This design comes from an exercise in tuning for small area and a short achievable clock period on the open sky130 flow, not from production work.
No run shown here included a check of the RTL's function; only the layout flow was run.

### design.v
module prng (
    input logic [31:0] seed,
    output logic [31:0] rand_num,
    input logic clk,
    input logic rst
);
    logic [31:0] state;
    wire [30:0] x = state[30:0];
    wire [30:0] xn = ~state[30:0];
    wire [30:0] nxt;
    wire s1;
    wire c2;
    wire s3;
    wire c4;
    wire s5;
    wire c6;
    wire s7;
    wire c8;
    wire s9;
    wire c10;
    wire s11;
    wire c12;
    wire s13;
    wire c14;
    wire s15;
    wire c16;
    wire s17;
    wire c18;
    wire s19;
    wire c20;
    wire s21;
    wire c22;
    wire s23;
    wire c24;
    wire s25;
    wire c26;
    wire s27;
    wire c28;
    wire s29;
    wire c30;
    wire s31;
    wire c32;
    wire s33;
    wire c34;
    wire s35;
    wire c36;
    wire s37;
    wire c38;
    wire s39;
    wire c40;
    wire s41;
    wire c42;
    wire s43;
    wire c44;
    wire s45;
    wire c46;
    wire s47;
    wire c48;
    wire s49;
    wire c50;
    wire s51;
    wire c52;
    wire s53;
    wire c54;
    wire s55;
    wire c56;
    wire s57;
    wire c58;
    wire s59;
    wire c60;
    wire s61;
    wire c62;
    wire s63;
    wire c64;
    wire s65;
    wire c66;
    wire s67;
    wire c68;
    wire s69;
    wire c70;
    wire s71;
    wire c72;
    wire s73;
    wire c74;
    wire s75;
    wire c76;
    wire s77;
    wire c78;
    wire s79;
    wire c80;
    wire s81;
    wire c82;
    wire s83;
    wire c84;
    wire s85;
    wire c86;
    wire s87;
    wire c88;
    wire s89;
    wire c90;
    wire s91;
    wire c92;
    wire s93;
    wire c94;
    wire s95;
    wire c96;
    wire s97;
    wire c98;
    wire s99;
    wire c100;
    wire s101;
    wire c102;
    wire s103;
    wire c104;
    wire s105;
    wire c106;
    wire s107;
    wire c108;
    wire s109;
    wire c110;
    wire s111;
    wire c112;
    wire s113;
    wire c114;
    wire s115;
    wire c116;
    wire s117;
    wire c118;
    wire s119;
    wire c120;
    wire s121;
    wire c122;
    wire s123;
    wire c124;
    wire s125;
    wire c126;
    wire s127;
    wire c128;
    wire s129;
    wire c130;
    wire s131;
    wire c132;
    wire s133;
    wire c134;
    wire s135;
    wire c136;
    wire s137;
    wire c138;
    wire s139;
    wire c140;
    wire s141;
    wire c142;
    wire s143;
    wire c144;
    wire s145;
    wire c146;
    wire s147;
    wire c148;
    wire s149;
    wire c150;
    wire s151;
    wire c152;
    wire s153;
    wire c154;
    wire s155;
    wire c156;
    wire s157;
    wire c158;
    wire s159;
    wire c160;
    wire s161;
    wire c162;
    wire s163;
    wire c164;
    wire s165;
    wire c166;
    wire s167;
    wire c168;
    wire s169;
    wire c170;
    wire s171;
    wire c172;
    wire s173;
    wire c174;
    wire s175;
    wire c176;
    wire s177;
    wire c178;
    wire s179;
    wire c180;
    wire s181;
    wire c182;
    wire s183;
    wire c184;
    wire s185;
    wire c186;
    wire s187;
    wire c188;
    wire s189;
    wire c190;
    wire s191;
    wire c192;
    wire s193;
    wire c194;
    wire s195;
    wire c196;
    wire s197;
    wire c198;
    wire s199;
    wire c200;
    wire s201;
    wire c202;
    wire s203;
    wire c204;
    wire s205;
    wire c206;
    wire s207;
    wire c208;
    wire s209;
    wire c210;
    wire s211;
    wire c212;
    wire s213;
    wire c214;
    wire s215;
    wire c216;
    wire s217;
    wire c218;
    wire s219;
    wire c220;
    wire s221;
    wire c222;
    wire s223;
    wire c224;
    wire s225;
    wire c226;
    wire s227;
    wire c228;
    wire s229;
    wire c230;
    wire s231;
    wire c232;
    wire s233;
    wire c234;
    wire s235;
    wire c236;
    wire s237;
    wire c238;
    wire s239;
    wire c240;
    wire s241;
    wire c242;
    wire s243;
    wire c244;
    wire s245;
    wire c246;
    wire s247;
    wire c248;
    wire s249;
    wire c250;
    wire s251;
    wire c252;
    wire s253;
    wire c254;
    wire s255;
    wire c256;
    wire s257;
    wire c258;
    wire s259;
    wire c260;
    wire s261;
    wire c262;
    wire s263;
    wire c264;
    wire s265;
    wire c266;
    wire s267;
    wire c268;
    wire s269;
    wire c270;
    wire s271;
    wire c272;
    wire s273;
    wire c274;
    wire s275;
    wire c276;
    wire s277;
    wire c278;
    wire s279;
    wire c280;
    wire s281;
    wire c282;
    wire s283;
    wire c284;
    wire s285;
    wire c286;
    wire s287;
    wire c288;
    wire s289;
    wire c290;
    wire s291;
    wire s292;
    wire s293;
    wire s294;
    wire s295;
    wire s296;
    wire s297;
    wire s298;
    wire s299;
    wire s300;
    assign s1 = 1'b0 ^ ~x[2] ^ x[0];
    assign c2 = (1'b0 & ~x[2]) | (1'b0 & x[0]) | (~x[2] & x[0]);
    assign s3 = 1'b0 ^ ~x[3] ^ x[1];
    assign c4 = (1'b0 & ~x[3]) | (1'b0 & x[1]) | (~x[3] & x[1]);
    fa u_s5 (.a(~x[4]), .b(x[2]), .c(x[0]), .s(s5), .co(c6));
    fa u_s7 (.a(~x[5]), .b(x[3]), .c(x[1]), .s(s7), .co(c8));
    assign s9 = 1'b0 ^ ~x[6] ^ x[4];
    assign c10 = (1'b0 & ~x[6]) | (1'b0 & x[4]) | (~x[6] & x[4]);
    fa u_s11 (.a(x[2]), .b(c8), .c(s9), .s(s11), .co(c12));
    fa u_s13 (.a(~x[7]), .b(x[5]), .c(x[3]), .s(s13), .co(c14));
    fa u_s15 (.a(~x[0]), .b(c10), .c(s13), .s(s15), .co(c16));
    fa u_s17 (.a(~x[8]), .b(x[6]), .c(x[4]), .s(s17), .co(c18));
    fa u_s19 (.a(~x[1]), .b(c14), .c(s17), .s(s19), .co(c20));
    assign s21 = 1'b0 ^ ~x[9] ^ x[7];
    assign c22 = (1'b0 & ~x[9]) | (1'b0 & x[7]) | (~x[9] & x[7]);
    fa u_s23 (.a(x[5]), .b(~x[2]), .c(x[0]), .s(s23), .co(c24));
    fa u_s25 (.a(c18), .b(s21), .c(s23), .s(s25), .co(c26));
    fa u_s27 (.a(~x[10]), .b(x[8]), .c(x[6]), .s(s27), .co(c28));
    fa u_s29 (.a(~x[3]), .b(x[1]), .c(c22), .s(s29), .co(c30));
    fa u_s31 (.a(c24), .b(s27), .c(c26), .s(s31), .co(c32));
    fa u_s33 (.a(~x[11]), .b(x[9]), .c(x[7]), .s(s33), .co(c34));
    fa u_s35 (.a(~x[4]), .b(x[2]), .c(c28), .s(s35), .co(c36));
    fa u_s37 (.a(s33), .b(c30), .c(s35), .s(s37), .co(c38));
    assign s39 = 1'b0 ^ ~x[12] ^ x[10];
    assign c40 = (1'b0 & ~x[12]) | (1'b0 & x[10]) | (~x[12] & x[10]);
    fa u_s41 (.a(x[8]), .b(~x[5]), .c(x[3]), .s(s41), .co(c42));
    fa u_s43 (.a(~x[0]), .b(c34), .c(s39), .s(s43), .co(c44));
    fa u_s45 (.a(s41), .b(c36), .c(s43), .s(s45), .co(c46));
    assign s47 = 1'b0 ^ ~x[13] ^ x[11];
    assign c48 = (1'b0 & ~x[13]) | (1'b0 & x[11]) | (~x[13] & x[11]);
    fa u_s49 (.a(x[9]), .b(~x[6]), .c(x[4]), .s(s49), .co(c50));
    fa u_s51 (.a(~x[1]), .b(c40), .c(c42), .s(s51), .co(c52));
    fa u_s53 (.a(s47), .b(s49), .c(c44), .s(s53), .co(c54));
    fa u_s55 (.a(s51), .b(c46), .c(s53), .s(s55), .co(c56));
    fa u_s57 (.a(~x[14]), .b(x[12]), .c(x[10]), .s(s57), .co(c58));
    fa u_s59 (.a(x[7]), .b(~x[5]), .c(x[2]), .s(s59), .co(c60));
    fa u_s61 (.a(~x[0]), .b(c48), .c(c50), .s(s61), .co(c62));
    fa u_s63 (.a(s57), .b(~s59), .c(c52), .s(s63), .co(c64));
    fa u_s65 (.a(s61), .b(c54), .c(s63), .s(s65), .co(c66));
    fa u_s67 (.a(~x[15]), .b(x[13]), .c(x[11]), .s(s67), .co(c68));
    fa u_s69 (.a(x[8]), .b(~x[6]), .c(x[3]), .s(s69), .co(c70));
    fa u_s71 (.a(x[1]), .b(~c58), .c(c60), .s(s71), .co(c72));
    fa u_s73 (.a(s67), .b(~s69), .c(c62), .s(s73), .co(c74));
    fa u_s75 (.a(~s71), .b(c64), .c(s73), .s(s75), .co(c76));
    fa u_s77 (.a(~x[16]), .b(x[14]), .c(x[12]), .s(s77), .co(c78));
    fa u_s79 (.a(x[9]), .b(~x[7]), .c(x[4]), .s(s79), .co(c80));
    fa u_s81 (.a(x[2]), .b(~c68), .c(c70), .s(s81), .co(c82));
    fa u_s83 (.a(~s77), .b(s79), .c(c72), .s(s83), .co(c84));
    fa u_s85 (.a(s81), .b(~c74), .c(s83), .s(s85), .co(c86));
    assign s87 = 1'b0 ^ ~x[17] ^ x[15];
    assign c88 = (1'b0 & ~x[17]) | (1'b0 & x[15]) | (~x[17] & x[15]);
    fa u_s89 (.a(x[13]), .b(~x[10]), .c(x[8]), .s(s89), .co(c90));
    fa u_s91 (.a(x[5]), .b(x[3]), .c(~x[0]), .s(s91), .co(c92));
    fa u_s93 (.a(c78), .b(~c80), .c(s87), .s(s93), .co(c94));
    fa u_s95 (.a(~s89), .b(s91), .c(c82), .s(s95), .co(c96));
    fa u_s97 (.a(~s93), .b(c84), .c(s95), .s(s97), .co(c98));
    fa u_s99 (.a(~x[18]), .b(x[16]), .c(x[14]), .s(s99), .co(c100));
    fa u_s101 (.a(x[11]), .b(~x[9]), .c(x[6]), .s(s101), .co(c102));
    fa u_s103 (.a(~x[4]), .b(x[1]), .c(c88), .s(s103), .co(c104));
    fa u_s105 (.a(c90), .b(~c92), .c(s99), .s(s105), .co(c106));
    fa u_s107 (.a(~s101), .b(c94), .c(s103), .s(s107), .co(c108));
    fa u_s109 (.a(s105), .b(~c96), .c(s107), .s(s109), .co(c110));
    fa u_s111 (.a(~x[19]), .b(x[17]), .c(x[15]), .s(s111), .co(c112));
    fa u_s113 (.a(x[12]), .b(~x[10]), .c(x[7]), .s(s113), .co(c114));
    fa u_s115 (.a(x[5]), .b(~x[2]), .c(x[0]), .s(s115), .co(c116));
    fa u_s117 (.a(c100), .b(~c102), .c(s111), .s(s117), .co(c118));
    fa u_s119 (.a(s113), .b(s115), .c(~c104), .s(s119), .co(c120));
    fa u_s121 (.a(c106), .b(s117), .c(c108), .s(s121), .co(c122));
    fa u_s123 (.a(~s119), .b(c110), .c(s121), .s(s123), .co(c124));
    fa u_s125 (.a(~x[20]), .b(x[18]), .c(x[16]), .s(s125), .co(c126));
    fa u_s127 (.a(x[13]), .b(~x[11]), .c(x[8]), .s(s127), .co(c128));
    fa u_s129 (.a(x[6]), .b(~x[3]), .c(x[1]), .s(s129), .co(c130));
    fa u_s131 (.a(~c112), .b(c114), .c(c116), .s(s131), .co(c132));
    fa u_s133 (.a(~s125), .b(s127), .c(s129), .s(s133), .co(c134));
    fa u_s135 (.a(~c118), .b(s131), .c(s133), .s(s135), .co(c136));
    fa u_s137 (.a(c120), .b(s135), .c(~c122), .s(s137), .co(c138));
    fa u_s139 (.a(~x[21]), .b(x[19]), .c(x[17]), .s(s139), .co(c140));
    fa u_s141 (.a(x[14]), .b(~x[12]), .c(x[9]), .s(s141), .co(c142));
    fa u_s143 (.a(x[7]), .b(~x[4]), .c(x[2]), .s(s143), .co(c144));
    fa u_s145 (.a(~c126), .b(c128), .c(c130), .s(s145), .co(c146));
    fa u_s147 (.a(~s139), .b(s141), .c(s143), .s(s147), .co(c148));
    fa u_s149 (.a(c132), .b(c134), .c(s145), .s(s149), .co(c150));
    fa u_s151 (.a(s147), .b(c136), .c(s149), .s(s151), .co(c152));
    assign s153 = 1'b0 ^ ~x[22] ^ x[20];
    assign c154 = (1'b0 & ~x[22]) | (1'b0 & x[20]) | (~x[22] & x[20]);
    fa u_s155 (.a(x[18]), .b(~x[15]), .c(x[13]), .s(s155), .co(c156));
    fa u_s157 (.a(x[10]), .b(x[8]), .c(~x[5]), .s(s157), .co(c158));
    fa u_s159 (.a(~x[3]), .b(x[0]), .c(c140), .s(s159), .co(c160));
    fa u_s161 (.a(c142), .b(c144), .c(~s153), .s(s161), .co(c162));
    fa u_s163 (.a(~s155), .b(s157), .c(c146), .s(s163), .co(c164));
    fa u_s165 (.a(c148), .b(~s159), .c(s161), .s(s165), .co(c166));
    fa u_s167 (.a(c150), .b(s163), .c(s165), .s(s167), .co(c168));
    fa u_s169 (.a(~x[23]), .b(x[21]), .c(x[19]), .s(s169), .co(c170));
    fa u_s171 (.a(x[16]), .b(~x[14]), .c(x[11]), .s(s171), .co(c172));
    fa u_s173 (.a(x[9]), .b(~x[6]), .c(x[4]), .s(s173), .co(c174));
    fa u_s175 (.a(x[1]), .b(c154), .c(c156), .s(s175), .co(c176));
    fa u_s177 (.a(c158), .b(~s169), .c(s171), .s(s177), .co(c178));
    fa u_s179 (.a(s173), .b(~c160), .c(c162), .s(s179), .co(c180));
    fa u_s181 (.a(~s175), .b(s177), .c(c164), .s(s181), .co(c182));
    fa u_s183 (.a(c166), .b(s179), .c(s181), .s(s183), .co(c184));
    fa u_s185 (.a(~x[24]), .b(x[22]), .c(x[20]), .s(s185), .co(c186));
    fa u_s187 (.a(x[17]), .b(~x[15]), .c(x[12]), .s(s187), .co(c188));
    fa u_s189 (.a(x[10]), .b(~x[7]), .c(x[5]), .s(s189), .co(c190));
    fa u_s191 (.a(x[2]), .b(c170), .c(~c172), .s(s191), .co(c192));
    fa u_s193 (.a(c174), .b(~s185), .c(s187), .s(s193), .co(c194));
    fa u_s195 (.a(s189), .b(~c176), .c(c178), .s(s195), .co(c196));
    fa u_s197 (.a(~s191), .b(s193), .c(c180), .s(s197), .co(c198));
    fa u_s199 (.a(s195), .b(c182), .c(s197), .s(s199), .co(c200));
    fa u_s201 (.a(~x[25]), .b(x[23]), .c(x[21]), .s(s201), .co(c202));
    fa u_s203 (.a(x[18]), .b(~x[16]), .c(x[13]), .s(s203), .co(c204));
    fa u_s205 (.a(x[11]), .b(~x[8]), .c(x[6]), .s(s205), .co(c206));
    fa u_s207 (.a(x[3]), .b(~x[0]), .c(c186), .s(s207), .co(c208));
    fa u_s209 (.a(c188), .b(c190), .c(~s201), .s(s209), .co(c210));
    fa u_s211 (.a(s203), .b(s205), .c(~c192), .s(s211), .co(c212));
    fa u_s213 (.a(c194), .b(~s207), .c(s209), .s(s213), .co(c214));
    fa u_s215 (.a(c196), .b(s211), .c(s213), .s(s215), .co(c216));
    fa u_s217 (.a(c198), .b(s215), .c(c200), .s(s217), .co(c218));
    fa u_s219 (.a(~x[26]), .b(x[24]), .c(x[22]), .s(s219), .co(c220));
    fa u_s221 (.a(x[19]), .b(~x[17]), .c(x[14]), .s(s221), .co(c222));
    fa u_s223 (.a(x[12]), .b(~x[9]), .c(x[7]), .s(s223), .co(c224));
    fa u_s225 (.a(x[4]), .b(~x[1]), .c(c202), .s(s225), .co(c226));
    fa u_s227 (.a(c204), .b(c206), .c(~s219), .s(s227), .co(c228));
    fa u_s229 (.a(s221), .b(s223), .c(~c208), .s(s229), .co(c230));
    fa u_s231 (.a(c210), .b(~s225), .c(s227), .s(s231), .co(c232));
    fa u_s233 (.a(c212), .b(s229), .c(c214), .s(s233), .co(c234));
    fa u_s235 (.a(s231), .b(c216), .c(s233), .s(s235), .co(c236));
    fa u_s237 (.a(~x[27]), .b(x[25]), .c(x[23]), .s(s237), .co(c238));
    fa u_s239 (.a(x[20]), .b(~x[18]), .c(x[15]), .s(s239), .co(c240));
    fa u_s241 (.a(x[13]), .b(~x[10]), .c(x[8]), .s(s241), .co(c242));
    fa u_s243 (.a(x[5]), .b(~x[2]), .c(c220), .s(s243), .co(c244));
    fa u_s245 (.a(c222), .b(c224), .c(~s237), .s(s245), .co(c246));
    fa u_s247 (.a(s239), .b(s241), .c(~c226), .s(s247), .co(c248));
    fa u_s249 (.a(c228), .b(~s243), .c(s245), .s(s249), .co(c250));
    fa u_s251 (.a(c230), .b(s247), .c(c232), .s(s251), .co(c252));
    fa u_s253 (.a(s249), .b(c234), .c(s251), .s(s253), .co(c254));
    fa u_s255 (.a(~x[28]), .b(x[26]), .c(x[24]), .s(s255), .co(c256));
    fa u_s257 (.a(x[21]), .b(~x[19]), .c(x[16]), .s(s257), .co(c258));
    fa u_s259 (.a(x[14]), .b(~x[11]), .c(x[9]), .s(s259), .co(c260));
    fa u_s261 (.a(x[6]), .b(~x[3]), .c(c238), .s(s261), .co(c262));
    fa u_s263 (.a(c240), .b(c242), .c(~s255), .s(s263), .co(c264));
    fa u_s265 (.a(s257), .b(s259), .c(~c244), .s(s265), .co(c266));
    fa u_s267 (.a(c246), .b(~s261), .c(s263), .s(s267), .co(c268));
    fa u_s269 (.a(c248), .b(s265), .c(c250), .s(s269), .co(c270));
    fa u_s271 (.a(s267), .b(c252), .c(s269), .s(s271), .co(c272));
    fa u_s273 (.a(~x[29]), .b(x[27]), .c(x[25]), .s(s273), .co(c274));
    fa u_s275 (.a(x[22]), .b(~x[20]), .c(x[17]), .s(s275), .co(c276));
    fa u_s277 (.a(x[15]), .b(~x[12]), .c(x[10]), .s(s277), .co(c278));
    fa u_s279 (.a(x[7]), .b(~x[4]), .c(c256), .s(s279), .co(c280));
    fa u_s281 (.a(c258), .b(c260), .c(~s273), .s(s281), .co(c282));
    fa u_s283 (.a(s275), .b(s277), .c(~c262), .s(s283), .co(c284));
    fa u_s285 (.a(c264), .b(~s279), .c(s281), .s(s285), .co(c286));
    fa u_s287 (.a(c266), .b(s283), .c(c268), .s(s287), .co(c288));
    fa u_s289 (.a(s285), .b(c270), .c(s287), .s(s289), .co(c290));
    assign s291 = ~x[30] ^ x[28] ^ x[26];
    assign s292 = x[23] ^ ~x[21] ^ x[18];
    assign s293 = x[16] ^ ~x[13] ^ x[11];
    assign s294 = ~x[8] ^ x[5] ^ x[0];
    assign s295 = ~c274 ^ c276 ^ c278;
    assign s296 = ~s291 ^ s292 ^ s293;
    assign s297 = s294 ^ ~c280 ^ c282;
    assign s298 = s295 ^ s296 ^ c284;
    assign s299 = c286 ^ s297 ^ s298;
    assign s300 = c288 ^ s299 ^ c290;
    wire [30:0] ra, rb;
    assign ra[0] = ~1'b0;
    assign rb[0] = x[0];
    assign ra[1] = x[1];
    assign rb[1] = 1'b0;
    assign ra[2] = ~s1;
    assign rb[2] = 1'b0;
    assign ra[3] = ~c2;
    assign rb[3] = ~s3;
    assign ra[4] = ~c4;
    assign rb[4] = ~s5;
    assign ra[5] = ~c6;
    assign rb[5] = ~s7;
    assign ra[6] = ~s11;
    assign rb[6] = 1'b0;
    assign ra[7] = ~c12;
    assign rb[7] = ~s15;
    assign ra[8] = ~c16;
    assign rb[8] = ~s19;
    assign ra[9] = ~c20;
    assign rb[9] = ~s25;
    assign ra[10] = ~s29;
    assign rb[10] = ~s31;
    assign ra[11] = ~c32;
    assign rb[11] = ~s37;
    assign ra[12] = ~c38;
    assign rb[12] = ~s45;
    assign ra[13] = ~s55;
    assign rb[13] = 1'b0;
    assign ra[14] = ~c56;
    assign rb[14] = ~s65;
    assign ra[15] = ~c66;
    assign rb[15] = ~s75;
    assign ra[16] = ~c76;
    assign rb[16] = s85;
    assign ra[17] = c86;
    assign rb[17] = s97;
    assign ra[18] = c98;
    assign rb[18] = ~s109;
    assign ra[19] = ~s123;
    assign rb[19] = 1'b0;
    assign ra[20] = ~c124;
    assign rb[20] = s137;
    assign ra[21] = s151;
    assign rb[21] = c138;
    assign ra[22] = c152;
    assign rb[22] = s167;
    assign ra[23] = c168;
    assign rb[23] = s183;
    assign ra[24] = c184;
    assign rb[24] = s199;
    assign ra[25] = s217;
    assign rb[25] = 1'b0;
    assign ra[26] = s235;
    assign rb[26] = c218;
    assign ra[27] = c236;
    assign rb[27] = s253;
    assign ra[28] = c254;
    assign rb[28] = s271;
    assign ra[29] = c272;
    assign rb[29] = s289;
    assign ra[30] = s300;
    assign rb[30] = 1'b0;
    wire [30:0] g0 = ra & rb;
    wire [30:0] p0 = ra ^ rb;
    wire gg1 = g0[1] | (p0[1] & g0[0]);
    wire gg2 = g0[3] | (p0[3] & g0[2]);
    wire pp2 = p0[3] & p0[2];
    wire gg3 = g0[5] | (p0[5] & g0[4]);
    wire pp3 = p0[5] & p0[4];
    wire gg4 = g0[7] | (p0[7] & g0[6]);
    wire pp4 = p0[7] & p0[6];
    wire gg5 = g0[9] | (p0[9] & g0[8]);
    wire pp5 = p0[9] & p0[8];
    wire gg6 = g0[11] | (p0[11] & g0[10]);
    wire pp6 = p0[11] & p0[10];
    wire gg7 = g0[13] | (p0[13] & g0[12]);
    wire pp7 = p0[13] & p0[12];
    wire gg8 = g0[15] | (p0[15] & g0[14]);
    wire pp8 = p0[15] & p0[14];
    wire gg9 = g0[17] | (p0[17] & g0[16]);
    wire pp9 = p0[17] & p0[16];
    wire gg10 = g0[19] | (p0[19] & g0[18]);
    wire pp10 = p0[19] & p0[18];
    wire gg11 = g0[21] | (p0[21] & g0[20]);
    wire pp11 = p0[21] & p0[20];
    wire gg12 = g0[23] | (p0[23] & g0[22]);
    wire pp12 = p0[23] & p0[22];
    wire gg13 = g0[25] | (p0[25] & g0[24]);
    wire pp13 = p0[25] & p0[24];
    wire gg14 = g0[27] | (p0[27] & g0[26]);
    wire pp14 = p0[27] & p0[26];
    wire gg15 = g0[29] | (p0[29] & g0[28]);
    wire pp15 = p0[29] & p0[28];
    wire gg16 = g0[2] | (p0[2] & gg1);
    wire gg17 = gg2 | (pp2 & gg1);
    wire gg18 = g0[6] | (p0[6] & gg3);
    wire pp18 = p0[6] & pp3;
    wire gg19 = gg4 | (pp4 & gg3);
    wire pp19 = pp4 & pp3;
    wire gg20 = g0[10] | (p0[10] & gg5);
    wire pp20 = p0[10] & pp5;
    wire gg21 = gg6 | (pp6 & gg5);
    wire pp21 = pp6 & pp5;
    wire gg22 = g0[14] | (p0[14] & gg7);
    wire pp22 = p0[14] & pp7;
    wire gg23 = gg8 | (pp8 & gg7);
    wire pp23 = pp8 & pp7;
    wire gg24 = g0[18] | (p0[18] & gg9);
    wire pp24 = p0[18] & pp9;
    wire gg25 = gg10 | (pp10 & gg9);
    wire pp25 = pp10 & pp9;
    wire gg26 = g0[22] | (p0[22] & gg11);
    wire pp26 = p0[22] & pp11;
    wire gg27 = gg12 | (pp12 & gg11);
    wire pp27 = pp12 & pp11;
    wire gg28 = g0[26] | (p0[26] & gg13);
    wire pp28 = p0[26] & pp13;
    wire gg29 = gg14 | (pp14 & gg13);
    wire pp29 = pp14 & pp13;
    wire gg30 = g0[30] | (p0[30] & gg15);
    wire pp30 = p0[30] & pp15;
    wire gg31 = g0[4] | (p0[4] & gg17);
    wire gg32 = gg3 | (pp3 & gg17);
    wire gg33 = gg18 | (pp18 & gg17);
    wire gg34 = gg19 | (pp19 & gg17);
    wire gg35 = g0[12] | (p0[12] & gg21);
    wire pp35 = p0[12] & pp21;
    wire gg36 = gg7 | (pp7 & gg21);
    wire pp36 = pp7 & pp21;
    wire gg37 = gg22 | (pp22 & gg21);
    wire pp37 = pp22 & pp21;
    wire gg38 = gg23 | (pp23 & gg21);
    wire pp38 = pp23 & pp21;
    wire gg39 = g0[20] | (p0[20] & gg25);
    wire pp39 = p0[20] & pp25;
    wire gg40 = gg11 | (pp11 & gg25);
    wire pp40 = pp11 & pp25;
    wire gg41 = gg26 | (pp26 & gg25);
    wire pp41 = pp26 & pp25;
    wire gg42 = gg27 | (pp27 & gg25);
    wire pp42 = pp27 & pp25;
    wire gg43 = g0[28] | (p0[28] & gg29);
    wire pp43 = p0[28] & pp29;
    wire gg44 = gg15 | (pp15 & gg29);
    wire pp44 = pp15 & pp29;
    wire gg45 = gg30 | (pp30 & gg29);
    wire pp45 = pp30 & pp29;
    wire gg46 = g0[8] | (p0[8] & gg34);
    wire gg47 = gg5 | (pp5 & gg34);
    wire gg48 = gg20 | (pp20 & gg34);
    wire gg49 = gg21 | (pp21 & gg34);
    wire gg50 = gg35 | (pp35 & gg34);
    wire gg51 = gg36 | (pp36 & gg34);
    wire gg52 = gg37 | (pp37 & gg34);
    wire gg53 = gg38 | (pp38 & gg34);
    wire gg54 = g0[24] | (p0[24] & gg42);
    wire pp54 = p0[24] & pp42;
    wire gg55 = gg13 | (pp13 & gg42);
    wire pp55 = pp13 & pp42;
    wire gg56 = gg28 | (pp28 & gg42);
    wire pp56 = pp28 & pp42;
    wire gg57 = gg29 | (pp29 & gg42);
    wire pp57 = pp29 & pp42;
    wire gg58 = gg43 | (pp43 & gg42);
    wire pp58 = pp43 & pp42;
    wire gg59 = gg44 | (pp44 & gg42);
    wire pp59 = pp44 & pp42;
    wire gg60 = gg45 | (pp45 & gg42);
    wire pp60 = pp45 & pp42;
    wire gg61 = g0[16] | (p0[16] & gg53);
    wire gg62 = gg9 | (pp9 & gg53);
    wire gg63 = gg24 | (pp24 & gg53);
    wire gg64 = gg25 | (pp25 & gg53);
    wire gg65 = gg39 | (pp39 & gg53);
    wire gg66 = gg40 | (pp40 & gg53);
    wire gg67 = gg41 | (pp41 & gg53);
    wire gg68 = gg42 | (pp42 & gg53);
    wire gg69 = gg54 | (pp54 & gg53);
    wire gg70 = gg55 | (pp55 & gg53);
    wire gg71 = gg56 | (pp56 & gg53);
    wire gg72 = gg57 | (pp57 & gg53);
    wire gg73 = gg58 | (pp58 & gg53);
    wire gg74 = gg59 | (pp59 & gg53);
    wire gg75 = gg60 | (pp60 & gg53);
    assign nxt[0] = p0[0];
    assign nxt[1] = p0[1] ^ g0[0];
    assign nxt[2] = p0[2] ^ gg1;
    assign nxt[3] = p0[3] ^ gg16;
    assign nxt[4] = p0[4] ^ gg17;
    assign nxt[5] = p0[5] ^ gg31;
    assign nxt[6] = p0[6] ^ gg32;
    assign nxt[7] = p0[7] ^ gg33;
    assign nxt[8] = p0[8] ^ gg34;
    assign nxt[9] = p0[9] ^ gg46;
    assign nxt[10] = p0[10] ^ gg47;
    assign nxt[11] = p0[11] ^ gg48;
    assign nxt[12] = p0[12] ^ gg49;
    assign nxt[13] = p0[13] ^ gg50;
    assign nxt[14] = p0[14] ^ gg51;
    assign nxt[15] = p0[15] ^ gg52;
    assign nxt[16] = p0[16] ^ gg53;
    assign nxt[17] = p0[17] ^ gg61;
    assign nxt[18] = p0[18] ^ gg62;
    assign nxt[19] = p0[19] ^ gg63;
    assign nxt[20] = p0[20] ^ gg64;
    assign nxt[21] = p0[21] ^ gg65;
    assign nxt[22] = p0[22] ^ gg66;
    assign nxt[23] = p0[23] ^ gg67;
    assign nxt[24] = p0[24] ^ gg68;
    assign nxt[25] = p0[25] ^ gg69;
    assign nxt[26] = p0[26] ^ gg70;
    assign nxt[27] = p0[27] ^ gg71;
    assign nxt[28] = p0[28] ^ gg72;
    assign nxt[29] = p0[29] ^ gg73;
    assign nxt[30] = p0[30] ^ gg74;
    always_ff @(posedge clk) begin
        if (rst) begin
            state <= seed;
        end else begin
            state <= {1'b0, nxt};
        end
        rand_num <= state;
    end
endmodule
module fa (
    input  logic a,
    input  logic b,
    input  logic c,
    output logic s,
    output logic co
);
    assign s = a ^ b ^ c;
    assign co = (a & b) | (a & c) | (b & c);
endmodule
### run.sh
#!/bin/bash
# synth_recipe.tcl (not shown) runs the flow's synth.tcl, then flattens the netlist and writes it again
# the make line also repeats each setting of config.mk as NAME=value (left out here)
make -C /OpenROAD-flow-scripts/flow DESIGN_CONFIG=/design/flow/config.mk WORK_HOME=/design/flow/orfs CLKGATE_MAP_FILE= SYNTH_SCRIPT=/design/flow/synth_recipe.tcl finish
### config.mk
export PLATFORM = sky130hd
export DESIGN_NAME = prng
export DESIGN_NICKNAME = prng
export VERILOG_FILES = /design/flow/design.v
export SDC_FILE = /design/flow/constraint.sdc
export NUM_CORES = 4
export LEC_CHECK = 0
export CAP_MARGIN = 20
export CORE_MARGIN = 2
export CORE_UTILIZATION = 40
export SETUP_SLACK_MARGIN = 2.5
export SLEW_MARGIN = 20
export SYNTH_HIERARCHICAL = 1
### constraint.sdc
create_clock -name core_clock -period 7.0 [get_ports {clk}]
set_input_delay 1.4000 -clock core_clock [delete_from_list [all_inputs] [get_ports {clk}]]
set_output_delay 1.4000 -clock core_clock [all_outputs]
set_load 0.01 [all_outputs]
==> flow_summary.ini, run 1 <==
[run_status]
status = complete, no violations

[timing]
rsz0062_at_grt = true
hold_viol = 0
slew_violations = 0
period_share = 0.650
fmax_mhz = 220
tightest_slew_ns = 0.589
worst_slack_ns = 2.45
finalCriticalPeriod_ns = 4.55
slew_headroom = 0.607
finalSetupTns_ns = 0
finalClockSkew_ns = 0.00625
setup_viol = 0

[synth]
postSynthAreaPerCell_um2 = 11.5
synth_warnings = 7
synth_nets = 741
yosysTopAreaCell = fa_1
synth-seq-cells = 64
synth.area.top_cells = fa_1 46%, dfxtp_1 21%, ha_1 6.7%, inv_1 6.5%, xnor2_1 4.0%
synth_flop_cell = dfxtp_1
synthDominantCellAreaShare = 0.455
syn_inst = 534
synthArstFlopShare = 0
seq_area_frac_synth = 0.208
synth_edf_count = 0
ys_types = 45
netlist_area_um2 = 6150

[routing]
firstDrtPassIters = 4
drc = 0
antenna_left = 0
vias = 4288
wl_per_cell_um = 19.2
drt_wl_total_um = 16300
viasPerCell = 5.04
dr.first_iter.drc_count = 177

[global_routing]
grt_usage = 0.218
overflow = 0
grt_pass1_wl_um = 25600
grt_max_degree = 65
grt_pass1_vias = 4582
antenna_found_initial = 0

[worst_setup_path]
path_cells = buf_4, fa_1, inv_1, fa_2, fa_2, fa_1, ha_4, and2_4, a221o_1, a221o_1, or2_4, a2111o_1, o211ai_1
required_ns = 7.27
cp-end-kind = flop
arrival_ns = 4.82
critPathMaxFanout = 5
crit_type = reg -> reg
start_kind = flop
crit_slowest_cell = fa_2
critPathMaxStageDelay_ns = 0.62

[floorplanning]
pin_count = 66
die_x_um = 128
core_um2 = 15100
die_h_um = 128
rows = 45
initial_core_util = 0.406
dieArea_um2 = 16400

[final_layout]
seq_area_um2 = 1380
final_common_cell = fa_1
mostFrequentLayoutCells = 113 x fa_1, 89 x inv_1, 64 x clkdlybuf4s50_1
nNetsFinal = 864
fin_area_um2 = 8080
multi_input_area_um2 = 4670
nFillCells = 1280
drive_gt1_frac = 0.263
final_core_util = 0.533
antennaDiodeCount = 0
syn_to_final_growth_pct = 31.3

[place]
dpl_cell_area_um2 = 7100
gp_congestion = 0.943
dp_hpwl_um = 12600
portBuffers = 65
place_ws_ns = 1.94

[flow_run]
maxCapViolCount = 0

[clock_tree]
clkLatencyLatePin_ns = 0.34
htreeDepth = 3
cts.sinks = 64
cts_made_buffers = 9
ctsHoldBuffers = 0
cts-root-buf = clkbuf_16
tritoncts = yes
cts.path.max_buffers = 2
path_clk_slew_ns = 0.06

[worst_hold_path]
hold_class = reg -> reg
## worst paths after layout
kind | to | start | depth (start not counted) | slack [ns]
worst min-delay path | rand_num[31] | state[31] | 0 | 0.33
worst max register to register | state[30] | state[21] | 13 | 2.45
worst max-delay path | state[30] | state[21] | 13 | 2.45
worst min register to register | rand_num[31] | state[31] | 0 | 0.33
## modules after synthesis, one instance, submodules excluded
module | times used | flops+latches
fa | 137 | 0
prng | 1 | 64
## synth_stat cells (6+ instances only)
cell type    n
a21oi_1      9
xnor2_1     28
inv_1      107
mux2_2       7
clkbuf_1     6
ha_1        33
nand3_1      6
nand2_1     31
fa_1       140
a21o_1       6
nor3_1       6
dfxtp_1     64
xor2_1       7
o21ai_0     19
## per-layer routing
layer  global-route usage  share of wire
met1                0.289           0.40
met2                0.342           0.48
met3               0.0530          0.080
met4               0.0931          0.039
met5                    0              0
## registers in the layout (all words and copies together), names as in the netlist
| register | cells |
|---|---|
| rand_num | 32 |
| state | 32 |
## cells by family after synthesis
logic type                 synth area share
muxes                                0.0128
buffers and inverters                0.0695
AOI/OAI and AO/OA                    0.0764
xor gates and xnor gates             0.0498
DFF                                   0.208
adders and majority gates             0.522
and+or+nand+nor                      0.0608
## final cells by class
cell class                      instances  share of cell area
Multi-Input combinational cell        356               0.578
Timing Repair Buffer                  119               0.135
Tap cell                              188              0.0291
Clock buffer                            9              0.0279
Sequential cell                        64               0.171
Inverter                              107              0.0536
Clock inverter                          7             0.00573
## worst max-delay path, delay by kind of cell (launching register included)
family / cells / cell delay [ns]
adders and majority gates: 5 / 2.39
AOI/OAI and AO/OA: 4 / 1.11
and+or+nand+nor: 2 / 0.39
DFF: 1 / 0.35
buffers and inverters: 2 / 0.23
## stage by stage
step,std cells,hold WS [ns]
CTS,834,0.334
global placement,781,0.316
detailed placement,781,0.315
global route,850,0.343
finish,850,0.331
floorplan,534,0.310
## repair_timing
action	in CTS	in global routing
pin swaps	19	12
gates resized for setup	59	32
setup endpoints to repair	14	16
buffers inserted	37	16
==> inputs of run 2 (changes only) <==
--- a/design.v
+++ b/design.v
@@ -538,154 +538,252 @@
     wire [30:0] p0 = ra ^ rb;
     wire gg1 = g0[1] | (p0[1] & g0[0]);
-    wire gg2 = g0[3] | (p0[3] & g0[2]);
-    wire pp2 = p0[3] & p0[2];
-    wire gg3 = g0[5] | (p0[5] & g0[4]);
-    wire pp3 = p0[5] & p0[4];
-    wire gg4 = g0[7] | (p0[7] & g0[6]);
-    wire pp4 = p0[7] & p0[6];
-    wire gg5 = g0[9] | (p0[9] & g0[8]);
-    wire pp5 = p0[9] & p0[8];
-    wire gg6 = g0[11] | (p0[11] & g0[10]);
-    wire pp6 = p0[11] & p0[10];
-    wire gg7 = g0[13] | (p0[13] & g0[12]);
-    wire pp7 = p0[13] & p0[12];
-    wire gg8 = g0[15] | (p0[15] & g0[14]);
-    wire pp8 = p0[15] & p0[14];
-    wire gg9 = g0[17] | (p0[17] & g0[16]);
-    wire pp9 = p0[17] & p0[16];
-    wire gg10 = g0[19] | (p0[19] & g0[18]);
-    wire pp10 = p0[19] & p0[18];
-    wire gg11 = g0[21] | (p0[21] & g0[20]);
-    wire pp11 = p0[21] & p0[20];
-    wire gg12 = g0[23] | (p0[23] & g0[22]);
-    wire pp12 = p0[23] & p0[22];
-    wire gg13 = g0[25] | (p0[25] & g0[24]);
-    wire pp13 = p0[25] & p0[24];
-    wire gg14 = g0[27] | (p0[27] & g0[26]);
-    wire pp14 = p0[27] & p0[26];
-    wire gg15 = g0[29] | (p0[29] & g0[28]);
-    wire pp15 = p0[29] & p0[28];
-    wire gg16 = g0[2] | (p0[2] & gg1);
-    wire gg17 = gg2 | (pp2 & gg1);
-    wire gg18 = g0[6] | (p0[6] & gg3);
-    wire pp18 = p0[6] & pp3;
-    wire gg19 = gg4 | (pp4 & gg3);
-    wire pp19 = pp4 & pp3;
-    wire gg20 = g0[10] | (p0[10] & gg5);
-    wire pp20 = p0[10] & pp5;
-    wire gg21 = gg6 | (pp6 & gg5);
-    wire pp21 = pp6 & pp5;
-    wire gg22 = g0[14] | (p0[14] & gg7);
-    wire pp22 = p0[14] & pp7;
-    wire gg23 = gg8 | (pp8 & gg7);
-    wire pp23 = pp8 & pp7;
-    wire gg24 = g0[18] | (p0[18] & gg9);
-    wire pp24 = p0[18] & pp9;
-    wire gg25 = gg10 | (pp10 & gg9);
-    wire pp25 = pp10 & pp9;
-    wire gg26 = g0[22] | (p0[22] & gg11);
-    wire pp26 = p0[22] & pp11;
-    wire gg27 = gg12 | (pp12 & gg11);
-    wire pp27 = pp12 & pp11;
-    wire gg28 = g0[26] | (p0[26] & gg13);
-    wire pp28 = p0[26] & pp13;
-    wire gg29 = gg14 | (pp14 & gg13);
-    wire pp29 = pp14 & pp13;
-    wire gg30 = g0[30] | (p0[30] & gg15);
-    wire pp30 = p0[30] & pp15;
-    wire gg31 = g0[4] | (p0[4] & gg17);
-    wire gg32 = gg3 | (pp3 & gg17);
-    wire gg33 = gg18 | (pp18 & gg17);
-    wire gg34 = gg19 | (pp19 & gg17);
-    wire gg35 = g0[12] | (p0[12] & gg21);
-    wire pp35 = p0[12] & pp21;
-    wire gg36 = gg7 | (pp7 & gg21);
-    wire pp36 = pp7 & pp21;
-    wire gg37 = gg22 | (pp22 & gg21);
-    wire pp37 = pp22 & pp21;
-    wire gg38 = gg23 | (pp23 & gg21);
-    wire pp38 = pp23 & pp21;
-    wire gg39 = g0[20] | (p0[20] & gg25);
-    wire pp39 = p0[20] & pp25;
-    wire gg40 = gg11 | (pp11 & gg25);
-    wire pp40 = pp11 & pp25;
-    wire gg41 = gg26 | (pp26 & gg25);
-    wire pp41 = pp26 & pp25;
-    wire gg42 = gg27 | (pp27 & gg25);
-    wire pp42 = pp27 & pp25;
-    wire gg43 = g0[28] | (p0[28] & gg29);
-    wire pp43 = p0[28] & pp29;
-    wire gg44 = gg15 | (pp15 & gg29);
-    wire pp44 = pp15 & pp29;
-    wire gg45 = gg30 | (pp30 & gg29);
-    wire pp45 = pp30 & pp29;
-    wire gg46 = g0[8] | (p0[8] & gg34);
-    wire gg47 = gg5 | (pp5 & gg34);
-    wire gg48 = gg20 | (pp20 & gg34);
-    wire gg49 = gg21 | (pp21 & gg34);
-    wire gg50 = gg35 | (pp35 & gg34);
-    wire gg51 = gg36 | (pp36 & gg34);
-    wire gg52 = gg37 | (pp37 & gg34);
-    wire gg53 = gg38 | (pp38 & gg34);
-    wire gg54 = g0[24] | (p0[24] & gg42);
-    wire pp54 = p0[24] & pp42;
-    wire gg55 = gg13 | (pp13 & gg42);
-    wire pp55 = pp13 & pp42;
-    wire gg56 = gg28 | (pp28 & gg42);
-    wire pp56 = pp28 & pp42;
-    wire gg57 = gg29 | (pp29 & gg42);
-    wire pp57 = pp29 & pp42;
-    wire gg58 = gg43 | (pp43 & gg42);
-    wire pp58 = pp43 & pp42;
-    wire gg59 = gg44 | (pp44 & gg42);
-    wire pp59 = pp44 & pp42;
-    wire gg60 = gg45 | (pp45 & gg42);
-    wire pp60 = pp45 & pp42;
-    wire gg61 = g0[16] | (p0[16] & gg53);
-    wire gg62 = gg9 | (pp9 & gg53);
-    wire gg63 = gg24 | (pp24 & gg53);
-    wire gg64 = gg25 | (pp25 & gg53);
-    wire gg65 = gg39 | (pp39 & gg53);
-    wire gg66 = gg40 | (pp40 & gg53);
-    wire gg67 = gg41 | (pp41 & gg53);
-    wire gg68 = gg42 | (pp42 & gg53);
-    wire gg69 = gg54 | (pp54 & gg53);
-    wire gg70 = gg55 | (pp55 & gg53);
-    wire gg71 = gg56 | (pp56 & gg53);
-    wire gg72 = gg57 | (pp57 & gg53);
-    wire gg73 = gg58 | (pp58 & gg53);
-    wire gg74 = gg59 | (pp59 & gg53);
-    wire gg75 = gg60 | (pp60 & gg53);
+    wire gg2 = g0[2] | (p0[2] & g0[1]);
+    wire pp2 = p0[2] & p0[1];
+    wire gg3 = g0[3] | (p0[3] & g0[2]);
+    wire pp3 = p0[3] & p0[2];
+    wire gg4 = g0[4] | (p0[4] & g0[3]);
+    wire pp4 = p0[4] & p0[3];
+    wire gg5 = g0[5] | (p0[5] & g0[4]);
+    wire pp5 = p0[5] & p0[4];
+    wire gg6 = g0[6] | (p0[6] & g0[5]);
+    wire pp6 = p0[6] & p0[5];
+    wire gg7 = g0[7] | (p0[7] & g0[6]);
+    wire pp7 = p0[7] & p0[6];
+    wire gg8 = g0[8] | (p0[8] & g0[7]);
+    wire pp8 = p0[8] & p0[7];
+    wire gg9 = g0[9] | (p0[9] & g0[8]);
+    wire pp9 = p0[9] & p0[8];
+    wire gg10 = g0[10] | (p0[10] & g0[9]);
+    wire pp10 = p0[10] & p0[9];
+    wire gg11 = g0[11] | (p0[11] & g0[10]);
+    wire pp11 = p0[11] & p0[10];
+    wire gg12 = g0[12] | (p0[12] & g0[11]);
+    wire pp12 = p0[12] & p0[11];
+    wire gg13 = g0[13] | (p0[13] & g0[12]);
+    wire pp13 = p0[13] & p0[12];
+    wire gg14 = g0[14] | (p0[14] & g0[13]);
+    wire pp14 = p0[14] & p0[13];
+    wire gg15 = g0[15] | (p0[15] & g0[14]);
+    wire pp15 = p0[15] & p0[14];
+    wire gg16 = g0[16] | (p0[16] & g0[15]);
+    wire pp16 = p0[16] & p0[15];
+    wire gg17 = g0[17] | (p0[17] & g0[16]);
+    wire pp17 = p0[17] & p0[16];
+    wire gg18 = g0[18] | (p0[18] & g0[17]);
+    wire pp18 = p0[18] & p0[17];
+    wire gg19 = g0[19] | (p0[19] & g0[18]);
+    wire pp19 = p0[19] & p0[18];
+    wire gg20 = g0[20] | (p0[20] & g0[19]);
+    wire pp20 = p0[20] & p0[19];
+    wire gg21 = g0[21] | (p0[21] & g0[20]);
+    wire pp21 = p0[21] & p0[20];
+    wire gg22 = g0[22] | (p0[22] & g0[21]);
+    wire pp22 = p0[22] & p0[21];
+    wire gg23 = g0[23] | (p0[23] & g0[22]);
+    wire pp23 = p0[23] & p0[22];
+    wire gg24 = g0[24] | (p0[24] & g0[23]);
+    wire pp24 = p0[24] & p0[23];
+    wire gg25 = g0[25] | (p0[25] & g0[24]);
+    wire pp25 = p0[25] & p0[24];
+    wire gg26 = g0[26] | (p0[26] & g0[25]);
+    wire pp26 = p0[26] & p0[25];
+    wire gg27 = g0[27] | (p0[27] & g0[26]);
+    wire pp27 = p0[27] & p0[26];
+    wire gg28 = g0[28] | (p0[28] & g0[27]);
+    wire pp28 = p0[28] & p0[27];
+    wire gg29 = g0[29] | (p0[29] & g0[28]);
+    wire pp29 = p0[29] & p0[28];
+    wire gg30 = g0[30] | (p0[30] & g0[29]);
+    wire pp30 = p0[30] & p0[29];
+    wire gg31 = gg2 | (pp2 & g0[0]);
+    wire gg32 = gg3 | (pp3 & gg1);
+    wire gg33 = gg4 | (pp4 & gg2);
+    wire pp33 = pp4 & pp2;
+    wire gg34 = gg5 | (pp5 & gg3);
+    wire pp34 = pp5 & pp3;
+    wire gg35 = gg6 | (pp6 & gg4);
+    wire pp35 = pp6 & pp4;
+    wire gg36 = gg7 | (pp7 & gg5);
+    wire pp36 = pp7 & pp5;
+    wire gg37 = gg8 | (pp8 & gg6);
+    wire pp37 = pp8 & pp6;
+    wire gg38 = gg9 | (pp9 & gg7);
+    wire pp38 = pp9 & pp7;
+    wire gg39 = gg10 | (pp10 & gg8);
+    wire pp39 = pp10 & pp8;
+    wire gg40 = gg11 | (pp11 & gg9);
+    wire pp40 = pp11 & pp9;
+    wire gg41 = gg12 | (pp12 & gg10);
+    wire pp41 = pp12 & pp10;
+    wire gg42 = gg13 | (pp13 & gg11);
+    wire pp42 = pp13 & pp11;
+    wire gg43 = gg14 | (pp14 & gg12);
+    wire pp43 = pp14 & pp12;
+    wire gg44 = gg15 | (pp15 & gg13);
+    wire pp44 = pp15 & pp13;
+    wire gg45 = gg16 | (pp16 & gg14);
+    wire pp45 = pp16 & pp14;
+    wire gg46 = gg17 | (pp17 & gg15);
+    wire pp46 = pp17 & pp15;
+    wire gg47 = gg18 | (pp18 & gg16);
+    wire pp47 = pp18 & pp16;
+    wire gg48 = gg19 | (pp19 & gg17);
+    wire pp48 = pp19 & pp17;
+    wire gg49 = gg20 | (pp20 & gg18);
+    wire pp49 = pp20 & pp18;
+    wire gg50 = gg21 | (pp21 & gg19);
+    wire pp50 = pp21 & pp19;
+    wire gg51 = gg22 | (pp22 & gg20);
+    wire pp51 = pp22 & pp20;
+    wire gg52 = gg23 | (pp23 & gg21);
+    wire pp52 = pp23 & pp21;
+    wire gg53 = gg24 | (pp24 & gg22);
+    wire pp53 = pp24 & pp22;
+    wire gg54 = gg25 | (pp25 & gg23);
+    wire pp54 = pp25 & pp23;
+    wire gg55 = gg26 | (pp26 & gg24);
+    wire pp55 = pp26 & pp24;
+    wire gg56 = gg27 | (pp27 & gg25);
+    wire pp56 = pp27 & pp25;
+    wire gg57 = gg28 | (pp28 & gg26);
+    wire pp57 = pp28 & pp26;
+    wire gg58 = gg29 | (pp29 & gg27);
+    wire pp58 = pp29 & pp27;
+    wire gg59 = gg30 | (pp30 & gg28);
+    wire pp59 = pp30 & pp28;
+    wire gg60 = gg33 | (pp33 & g0[0]);
+    wire gg61 = gg34 | (pp34 & gg1);
+    wire gg62 = gg35 | (pp35 & gg31);
+    wire gg63 = gg36 | (pp36 & gg32);
+    wire gg64 = gg37 | (pp37 & gg33);
+    wire pp64 = pp37 & pp33;
+    wire gg65 = gg38 | (pp38 & gg34);
+    wire pp65 = pp38 & pp34;
+    wire gg66 = gg39 | (pp39 & gg35);
+    wire pp66 = pp39 & pp35;
+    wire gg67 = gg40 | (pp40 & gg36);
+    wire pp67 = pp40 & pp36;
+    wire gg68 = gg41 | (pp41 & gg37);
+    wire pp68 = pp41 & pp37;
+    wire gg69 = gg42 | (pp42 & gg38);
+    wire pp69 = pp42 & pp38;
+    wire gg70 = gg43 | (pp43 & gg39);
+    wire pp70 = pp43 & pp39;
+    wire gg71 = gg44 | (pp44 & gg40);
+    wire pp71 = pp44 & pp40;
+    wire gg72 = gg45 | (pp45 & gg41);
+    wire pp72 = pp45 & pp41;
+    wire gg73 = gg46 | (pp46 & gg42);
+    wire pp73 = pp46 & pp42;
+    wire gg74 = gg47 | (pp47 & gg43);
+    wire pp74 = pp47 & pp43;
+    wire gg75 = gg48 | (pp48 & gg44);
+    wire pp75 = pp48 & pp44;
+    wire gg76 = gg49 | (pp49 & gg45);
+    wire pp76 = pp49 & pp45;
+    wire gg77 = gg50 | (pp50 & gg46);
+    wire pp77 = pp50 & pp46;
+    wire gg78 = gg51 | (pp51 & gg47);
+    wire pp78 = pp51 & pp47;
+    wire gg79 = gg52 | (pp52 & gg48);
+    wire pp79 = pp52 & pp48;
+    wire gg80 = gg53 | (pp53 & gg49);
+    wire pp80 = pp53 & pp49;
+    wire gg81 = gg54 | (pp54 & gg50);
+    wire pp81 = pp54 & pp50;
+    wire gg82 = gg55 | (pp55 & gg51);
+    wire pp82 = pp55 & pp51;
+    wire gg83 = gg56 | (pp56 & gg52);
+    wire pp83 = pp56 & pp52;
+    wire gg84 = gg57 | (pp57 & gg53);
+    wire pp84 = pp57 & pp53;
+    wire gg85 = gg58 | (pp58 & gg54);
+    wire pp85 = pp58 & pp54;
+    wire gg86 = gg59 | (pp59 & gg55);
+    wire pp86 = pp59 & pp55;
+    wire gg87 = gg64 | (pp64 & g0[0]);
+    wire gg88 = gg65 | (pp65 & gg1);
+    wire gg89 = gg66 | (pp66 & gg31);
+    wire gg90 = gg67 | (pp67 & gg32);
+    wire gg91 = gg68 | (pp68 & gg60);
+    wire gg92 = gg69 | (pp69 & gg61);
+    wire gg93 = gg70 | (pp70 & gg62);
+    wire gg94 = gg71 | (pp71 & gg63);
+    wire gg95 = gg72 | (pp72 & gg64);
+    wire pp95 = pp72 & pp64;
+    wire gg96 = gg73 | (pp73 & gg65);
+    wire pp96 = pp73 & pp65;
+    wire gg97 = gg74 | (pp74 & gg66);
+    wire pp97 = pp74 & pp66;
+    wire gg98 = gg75 | (pp75 & gg67);
+    wire pp98 = pp75 & pp67;
+    wire gg99 = gg76 | (pp76 & gg68);
+    wire pp99 = pp76 & pp68;
+    wire gg100 = gg77 | (pp77 & gg69);
+    wire pp100 = pp77 & pp69;
+    wire gg101 = gg78 | (pp78 & gg70);
+    wire pp101 = pp78 & pp70;
+    wire gg102 = gg79 | (pp79 & gg71);
+    wire pp102 = pp79 & pp71;
+    wire gg103 = gg80 | (pp80 & gg72);
+    wire pp103 = pp80 & pp72;
+    wire gg104 = gg81 | (pp81 & gg73);
+    wire pp104 = pp81 & pp73;
+    wire gg105 = gg82 | (pp82 & gg74);
+    wire pp105 = pp82 & pp74;
+    wire gg106 = gg83 | (pp83 & gg75);
+    wire pp106 = pp83 & pp75;
+    wire gg107 = gg84 | (pp84 & gg76);
+    wire pp107 = pp84 & pp76;
+    wire gg108 = gg85 | (pp85 & gg77);
+    wire pp108 = pp85 & pp77;
+    wire gg109 = gg86 | (pp86 & gg78);
+    wire pp109 = pp86 & pp78;
+    wire gg110 = gg95 | (pp95 & g0[0]);
+    wire gg111 = gg96 | (pp96 & gg1);
+    wire gg112 = gg97 | (pp97 & gg31);
+    wire gg113 = gg98 | (pp98 & gg32);
+    wire gg114 = gg99 | (pp99 & gg60);
+    wire gg115 = gg100 | (pp100 & gg61);
+    wire gg116 = gg101 | (pp101 & gg62);
+    wire gg117 = gg102 | (pp102 & gg63);
+    wire gg118 = gg103 | (pp103 & gg87);
+    wire gg119 = gg104 | (pp104 & gg88);
+    wire gg120 = gg105 | (pp105 & gg89);
+    wire gg121 = gg106 | (pp106 & gg90);
+    wire gg122 = gg107 | (pp107 & gg91);
+    wire gg123 = gg108 | (pp108 & gg92);
+    wire gg124 = gg109 | (pp109 & gg93);
     assign nxt[0] = p0[0];
     assign nxt[1] = p0[1] ^ g0[0];
     assign nxt[2] = p0[2] ^ gg1;
-    assign nxt[3] = p0[3] ^ gg16;
-    assign nxt[4] = p0[4] ^ gg17;
-    assign nxt[5] = p0[5] ^ gg31;
-    assign nxt[6] = p0[6] ^ gg32;
-    assign nxt[7] = p0[7] ^ gg33;
-    assign nxt[8] = p0[8] ^ gg34;
-    assign nxt[9] = p0[9] ^ gg46;
-    assign nxt[10] = p0[10] ^ gg47;
-    assign nxt[11] = p0[11] ^ gg48;
-    assign nxt[12] = p0[12] ^ gg49;
-    assign nxt[13] = p0[13] ^ gg50;
-    assign nxt[14] = p0[14] ^ gg51;
-    assign nxt[15] = p0[15] ^ gg52;
-    assign nxt[16] = p0[16] ^ gg53;
-    assign nxt[17] = p0[17] ^ gg61;
-    assign nxt[18] = p0[18] ^ gg62;
-    assign nxt[19] = p0[19] ^ gg63;
-    assign nxt[20] = p0[20] ^ gg64;
-    assign nxt[21] = p0[21] ^ gg65;
-    assign nxt[22] = p0[22] ^ gg66;
-    assign nxt[23] = p0[23] ^ gg67;
-    assign nxt[24] = p0[24] ^ gg68;
-    assign nxt[25] = p0[25] ^ gg69;
-    assign nxt[26] = p0[26] ^ gg70;
-    assign nxt[27] = p0[27] ^ gg71;
-    assign nxt[28] = p0[28] ^ gg72;
-    assign nxt[29] = p0[29] ^ gg73;
-    assign nxt[30] = p0[30] ^ gg74;
+    assign nxt[3] = p0[3] ^ gg31;
+    assign nxt[4] = p0[4] ^ gg32;
+    assign nxt[5] = p0[5] ^ gg60;
+    assign nxt[6] = p0[6] ^ gg61;
+    assign nxt[7] = p0[7] ^ gg62;
+    assign nxt[8] = p0[8] ^ gg63;
+    assign nxt[9] = p0[9] ^ gg87;
+    assign nxt[10] = p0[10] ^ gg88;
+    assign nxt[11] = p0[11] ^ gg89;
+    assign nxt[12] = p0[12] ^ gg90;
+    assign nxt[13] = p0[13] ^ gg91;
+    assign nxt[14] = p0[14] ^ gg92;
+    assign nxt[15] = p0[15] ^ gg93;
+    assign nxt[16] = p0[16] ^ gg94;
+    assign nxt[17] = p0[17] ^ gg110;
+    assign nxt[18] = p0[18] ^ gg111;
+    assign nxt[19] = p0[19] ^ gg112;
+    assign nxt[20] = p0[20] ^ gg113;
+    assign nxt[21] = p0[21] ^ gg114;
+    assign nxt[22] = p0[22] ^ gg115;
+    assign nxt[23] = p0[23] ^ gg116;
+    assign nxt[24] = p0[24] ^ gg117;
+    assign nxt[25] = p0[25] ^ gg118;
+    assign nxt[26] = p0[26] ^ gg119;
+    assign nxt[27] = p0[27] ^ gg120;
+    assign nxt[28] = p0[28] ^ gg121;
+    assign nxt[29] = p0[29] ^ gg122;
+    assign nxt[30] = p0[30] ^ gg123;
     always_ff @(posedge clk) begin
         if (rst) begin
==> run 2 against run 1 <==
Against the previous run:
- register-to-register slack improved by 0.14 ns
- design area rose by 1.8%
- non-clock buffer count fell by 8
- global-route usage rose by 1.9 points
- critical endpoint unchanged
- critical path depth rose by 1
- worst setup slack improved by 0.14 ns
- sequential share of layout area fell by 0.33 points
- routed wire length rose by 11%
- clock skew rose by 0.00094 ns
==> flow_summary.ini, run 2 <==
[timing]
tightest_slew_ns = 0.973
period_share = 0.630
hold_viol = 0
whs_ns = 0.325
slew_violations = 0
finalClockSkew_ns = 0.00718
setup_viol = 0
slew_headroom = 0.351
finalCriticalPeriod_ns = 4.41
rsz0062_at_grt = true
fmax_mhz = 227
finalSetupTns_ns = 0

[place]
placed_cells = 839
gp_congestion = 0.991
dp_hpwl_um = 13700
portBuffers = 65

[synth]
netlist_area_um2 = 6310
synthDominantCellAreaShare = 0.435
synth-seq-cells = 64
yosysTopAreaCell = fa_1
synth.area.top_cells = fa_1 43%, dfxtp_1 20%, inv_1 6.5%, ha_1 6.3%, xnor2_1 4.4%
postSynthAreaPerCell_um2 = 11.0
yosysMostFrequentCell = fa_1
synth_warnings = 7
synth_flop_cell = dfxtp_1
seq_area_frac_synth = 0.203
synth_edf_count = 0
synthArstFlopShare = 0
ys_types = 51
synth_nets = 774
yosys-top-cells-count = 137 x fa_1, 110 x inv_1, 64 x dfxtp_1, 36 x nand2_1
syn_inst = 571

[global_routing]
grt_pass1_wl_um = 28200
grt_max_degree = 56
grt_usage = 0.236
grt_pass1_vias = 4870
antenna_found_initial = 0
overflow = 0

[floorplanning]
rows = 45
dieArea_um2 = 16800
initial_core_util = 0.412
pin_count = 66
die_x_um = 130
core_um2 = 15300
die_h_um = 130

[final_layout]
largestRegisters = rand_num: 32 flops, state: 32 flops
drive_gt1_frac = 0.248
final_common_cell = fa_1
final_cells = 900
syn_to_final_growth_pct = 30.4
antennaDiodeCount = 0
mostFrequentLayoutCells = 107 x fa_1, 100 x inv_1, 64 x clkdlybuf4s50_1
nFillCells = 1393
final_core_util = 0.537
nNetsFinal = 887

[routing]
drt_wl_total_um = 18200
firstDrtPassIters = 5
viasPerCell = 5.01
wl_per_cell_um = 20.2
antenna_left = 0
dr.first_iter.drc_count = 287
vias = 4510
drc = 0

[clock_tree]
cts.sinks = 64
cts-root-buf = clkbuf_16
htreeDepth = 3
tritoncts = yes
cts.path.max_buffers = 2
clkLatencyLatePin_ns = 0.35
path_clk_slew_ns = 0.06
ctsHoldBuffers = 0
cts_made_buffers = 9

[worst_setup_path]
critPathMaxFanout = 7
required_ns = 7.20
worstRegToRegCells = 14
cp_common_cell = fa_1
cp-end-kind = flop
cp_num_buf_inv = 1
rr_startpoint = state[11]
reg2reg_slack_ns = 2.59
reg2reg_to = state[30]
crit_slowest_cell = fa_1
crit_type = reg -> reg
critPathMaxStageDelay_ns = 0.56
arrival_ns = 4.61
start_kind = flop
path_cells = buf_4, fa_2, fa_1, fa_2, fa_1, fa_1, ha_4, a21o_1, a211oi_2, a21boi_2, o31ai_1, a31oi_1, xnor2_1, o21ai_1
path_delay_family = adder cells

[flow_run]
maxCapViolCount = 0

[worst_hold_path]
min_to = rand_num[31]
hold_class = reg -> reg
hold_depth = 0
worstHoldStart = state[31]

[run_status]
status = complete, no violations
## run 2: changes by cell type after synthesis, sizes merged, moves of 4 or more
cell   previous run  this run
a21o              6        13
a21oi             9        16
nand2            31        36
nor2              5        10
o21ai            19        26
xnor2            28        32
## run 2: cell families (layout without fill, tap and decap cells)
group,after synthesis,after routing,synth area share
muxes,4,4,0.00714
xor gates and xnor gates,40,40,0.0556
AOI/OAI and AO/OA,89,89,0.0972
buffers and inverters,119,237,0.0710
DFF,64,64,0.203
and+or+nand+nor,86,86,0.0675
adders and majority gates,169,169,0.498
## run 2: repair_timing
item / CTS / global route
pin swaps: 14 / 27
resized for setup: 80 / 46
setup endpoints to repair: 14 / 8
setup buffers: 31 / 14
## run 2: modules after synthesis, one instance, submodules excluded
| module | cells | times used | cell area [um^2] |
|---|---|---|---|
| fa | 1 | 137 | 20.0 |
| prng | 434 | 1 | 3560 |
## run 2: how the worst max path moves through the flow
stage                         start   endpoint  slack (ns)  depth (start not counted)
final                     state[11]  state[30]        2.59                         14
after global routing      state[20]  state[28]        2.41                         14
after CTS                 state[26]  state[30]        2.47                         15
after detailed placement   state[7]  state[30]        1.58                         14
after global placement     state[7]  state[30]        1.60                         14
after floorplan           state[12]  state[30]        2.55                         15
## run 2: through the flow
| step | setup WS, ns | cell area [um^2] |
|---|---|---|
| 3_5_place_dp | 1.58 | 7190 |
| 3_3_place_gp | 1.60 | 7190 |
| 6_report | 2.59 | 8230 |
| 5_1_grt | 2.41 | 8230 |
| 4_1_cts | 2.47 | 7950 |
| 2_1_floorplan | 2.55 | 6310 |
## run 2: cell type report
| type | instances | area, um^2 | area share |
|---|---|---|---|
| clock inverter | 7 | 71.3 | 0.00867 |
| multi-input combinational | 388 | 4830 | 0.587 |
| tap | 211 | 264 | 0.0321 |
| inverter | 110 | 445 | 0.0542 |
| timing repair buffer | 111 | 1010 | 0.123 |
| sequential | 64 | 1380 | 0.167 |
| clock buffer | 9 | 225 | 0.0274 |
## run 2: layer usage
layer / GRT usage / wire length, um / vias up
met2: 0.376 / 8560 / 155
met1: 0.313 / 8010 / 2274
li1: - / - / 2043
met4: 0.0949 / 601 / 0
met3: 0.0562 / 1010 / 38
met5: 0 / 0 / -
==> inputs of run 3 (changes only) <==
--- a/config.mk
+++ b/config.mk
@@ -8,5 +8,5 @@
 export CAP_MARGIN = 20
 export CORE_MARGIN = 2
-export CORE_UTILIZATION = 40
+export CORE_UTILIZATION = 60
 export SETUP_SLACK_MARGIN = 2.5
 export SLEW_MARGIN = 20
==> run 3 against run 2 <==
Against the previous run:
- global-route usage grew 9.1 points
- routed wire length shrank 5.5%
- core utilization grew 24 points
- first-iteration DRC count grew 13%
- area after synthesis is the same
- worst setup slack lost 0.078 ns
- sequential cell count is the same
- non-clock buffer count shrank 1
- clock skew grew 0.0037 ns
- via count grew 1.1%
- still clean on timing, DRC and antenna
- highest routed layer unchanged
==> flow_summary.ini, run 3 <==
[timing]
setup_viol = 0
slew_violations = 0
finalCriticalPeriod_ns = 4.49
fmax_mhz = 223
finalSetupTns_ns = 0
slew_headroom = 0.358
period_share = 0.642
worst_slack_ns = 2.51
hold_viol = 0
finalClockSkew_ns = 0.0109

[worst_setup_path]
cp-endpoint = state[30]
reg2reg_slack_ns = 2.51
reg2reg_to = state[30]
arrival_ns = 4.73
required_ns = 7.23
rr_startpoint = state[25]
crit_type = reg -> reg
worstRegToRegCells = 15
start_kind = flop
critPathMaxFanout = 5
cp-end-kind = flop

[global_routing]
antenna_found_initial = 0
grt_usage = 0.328
overflow = 0
grt_pass1_wl_um = 26600

[floorplanning]
die_x_um = 107
rows = 37
pin_count = 66
initial_core_util = 0.614
dieArea_um2 = 11300

[run_status]
status = complete, no violations

[synth]
synth_edf_count = 0
synthDominantCellAreaShare = 0.435
synthArstFlopShare = 0
synthXorXnorAreaFrac = 0.0556
synth_flop_cell = dfxtp_1
syn_inst = 571
postSynthAreaPerCell_um2 = 11.0
synth.area.top_cells = fa_1 43%, dfxtp_1 20%, inv_1 6.5%, ha_1 6.3%, xnor2_1 4.4%
synthAdderAreaFrac = 0.498
ys_types = 51
synth_top_family_by_area = adder cells
synth_nets = 774
seq_area_frac_synth = 0.203

[routing]
antenna_left = 0
drt_wl_total_um = 17200
dr.first_iter.drc_count = 325
firstDrtPassIters = 5
drc = 0
viasPerCell = 5.54

[worst_hold_path]
hold_class = reg -> reg

[final_layout]
nFillCells = 725
syn_to_final_growth_pct = 26.7
final_common_cell = fa_1
antennaDiodeCount = 0
mostFrequentLayoutCells = 104 x fa_1, 99 x inv_1, 64 x clkdlybuf4s50_1
drive_gt1_frac = 0.250
nNetsFinal = 886

[flow_run]
maxCapViolCount = 0

[place]
dp_hpwl_um = 12900
portBuffers = 65
gp_congestion = 1.03

[clock_tree]
cts-root-buf = clkbuf_8
clkLatencyLatePin_ns = 0.39
cts.sinks = 64
cts_made_buffers = 9
path_clk_slew_ns = 0.07
htreeDepth = 3
run 3: cell count changes in the layout (fill, tap and decap cells not counted), moves of 2 or more:
cell        delta
fa_1           -3
inv_2          +2
ha_4           -3
clkinvlp_4     -2
ha_2           +2
clkbuf_16      -9
fa_2           +3
clkbuf_8      +13
run 3: logic make-up (layout without fill, tap and decap cells):
kind of cell               count (synthesis)  in the layout
and+or+nand+nor                           86             86
adders and majority gates                169            169
buffers and inverters                    119            235
xor gates and xnor gates                  40             40
AOI/OAI and AO/OA                         89             89
DFF                                       64             64
muxes                                      4              4
run 3: per-module statistics from Yosys (local to each module, per instance):
module / area [um^2] / copies in the design / cells / flops+latches
prng: 3560 / 1 / 434 / 64
fa: 20.0 / 137 / 1 / 0
run 3: stage by stage:
stage	std cells	util	hold WS, ns	instance area (um^2)
after detailed placement	763	0.690	0.328	7090
final	823	0.778	0.340	7990
after floorplan	571	-	0.310	6310
after global routing	823	0.778	0.355	7990
after CTS	804	0.748	0.350	7680
after global placement	763	0.690	0.319	7090
run 3: per-layer routing:
layer / routed length (um) / GRT usage / part of all wire
met1: 7170 / 0.431 / 0.42
met3: 1300 / 0.0920 / 0.076
met5: 0 / 0 / 0
met4: 671 / 0.150 / 0.039
met2: 8050 / 0.510 / 0.47
run 3: repair_timing:
action                     CTS  global route
resized for setup           72            52
pin swaps                    3            15
hold buffers                 0             0
setup buffers               26            19
setup endpoints to repair   12             8
run 3: worst max-delay path, stage by stage (launching register included):
cell and delay, ns:
dfxtp_4 0.37, inv_1 0.08, fa_1 0.54, inv_1 0.05
fa_2 0.44, fa_2 0.59, fa_2 0.44, fa_2 0.37
ha_4 0.19, a21o_1 0.21, a211oi_2 0.24, a21boi_2 0.20
o31ai_1 0.09, a31oi_2 0.29, xnor2_1 0.17, o21ai_1 0.08
run 3: how the worst min path moves through the flow:
stage	start	depth (start not counted)	endpoint	slack (ns)
2_1_floorplan	state[31]	0	rand_num[31]	0.31
3_3_place_gp	state[31]	0	rand_num[31]	0.32
3_5_place_dp	state[31]	0	rand_num[31]	0.33
4_1_cts	state[31]	0	rand_num[31]	0.35
5_1_grt	state[31]	0	rand_num[31]	0.35
6_report	state[31]	0	rand_num[31]	0.34
run 3: final cells by class:
cell class	count	area [um^2]	area share
well taps	136	170	0.0213
inverters	110	443	0.0554
multi-input cells	388	4820	0.603
repair buffers	110	996	0.125
clock inverters	2	12.5	0.00157
clock buffers	13	179	0.0224
flip-flops and latches	64	1380	0.172

re-timing with driven ports:
Ports are ideal in the flow. The routed layouts listed here were re-timed in OpenROAD.
Step 1 (the two cells are an assumption about what drives the block):
set clk [get_ports {clk}]
set_driving_cell -lib_cell sky130_fd_sc_hd__clkbuf_16 $clk
set_driving_cell -lib_cell sky130_fd_sc_hd__buf_2 [delete_from_list [all_inputs] $clk]
Step 2 adds t to the input delays and takes it off the output delays; t is the mean of the earliest and latest rising clock arrival at the registers after step 1. Input paths then give back, and output paths get back, about the clock's delay inside the block.
a / b / c = ideal ports / drivers / drivers and shift; a / b = the first two.
| run | t, ns | slack for setup (ns) | cell pins on the clock port's net |
|---|---|---|---|
| run 1 | 0.382 | 2.451 / 2.451 / 2.451 | 1 |
| run 2 | 0.387 | 2.587 / 2.587 / 2.587 | 1 |
| run 3 | 0.419 | 2.509 / 2.509 / 2.509 | 1 |
After both steps every run listed still meets setup and hold.
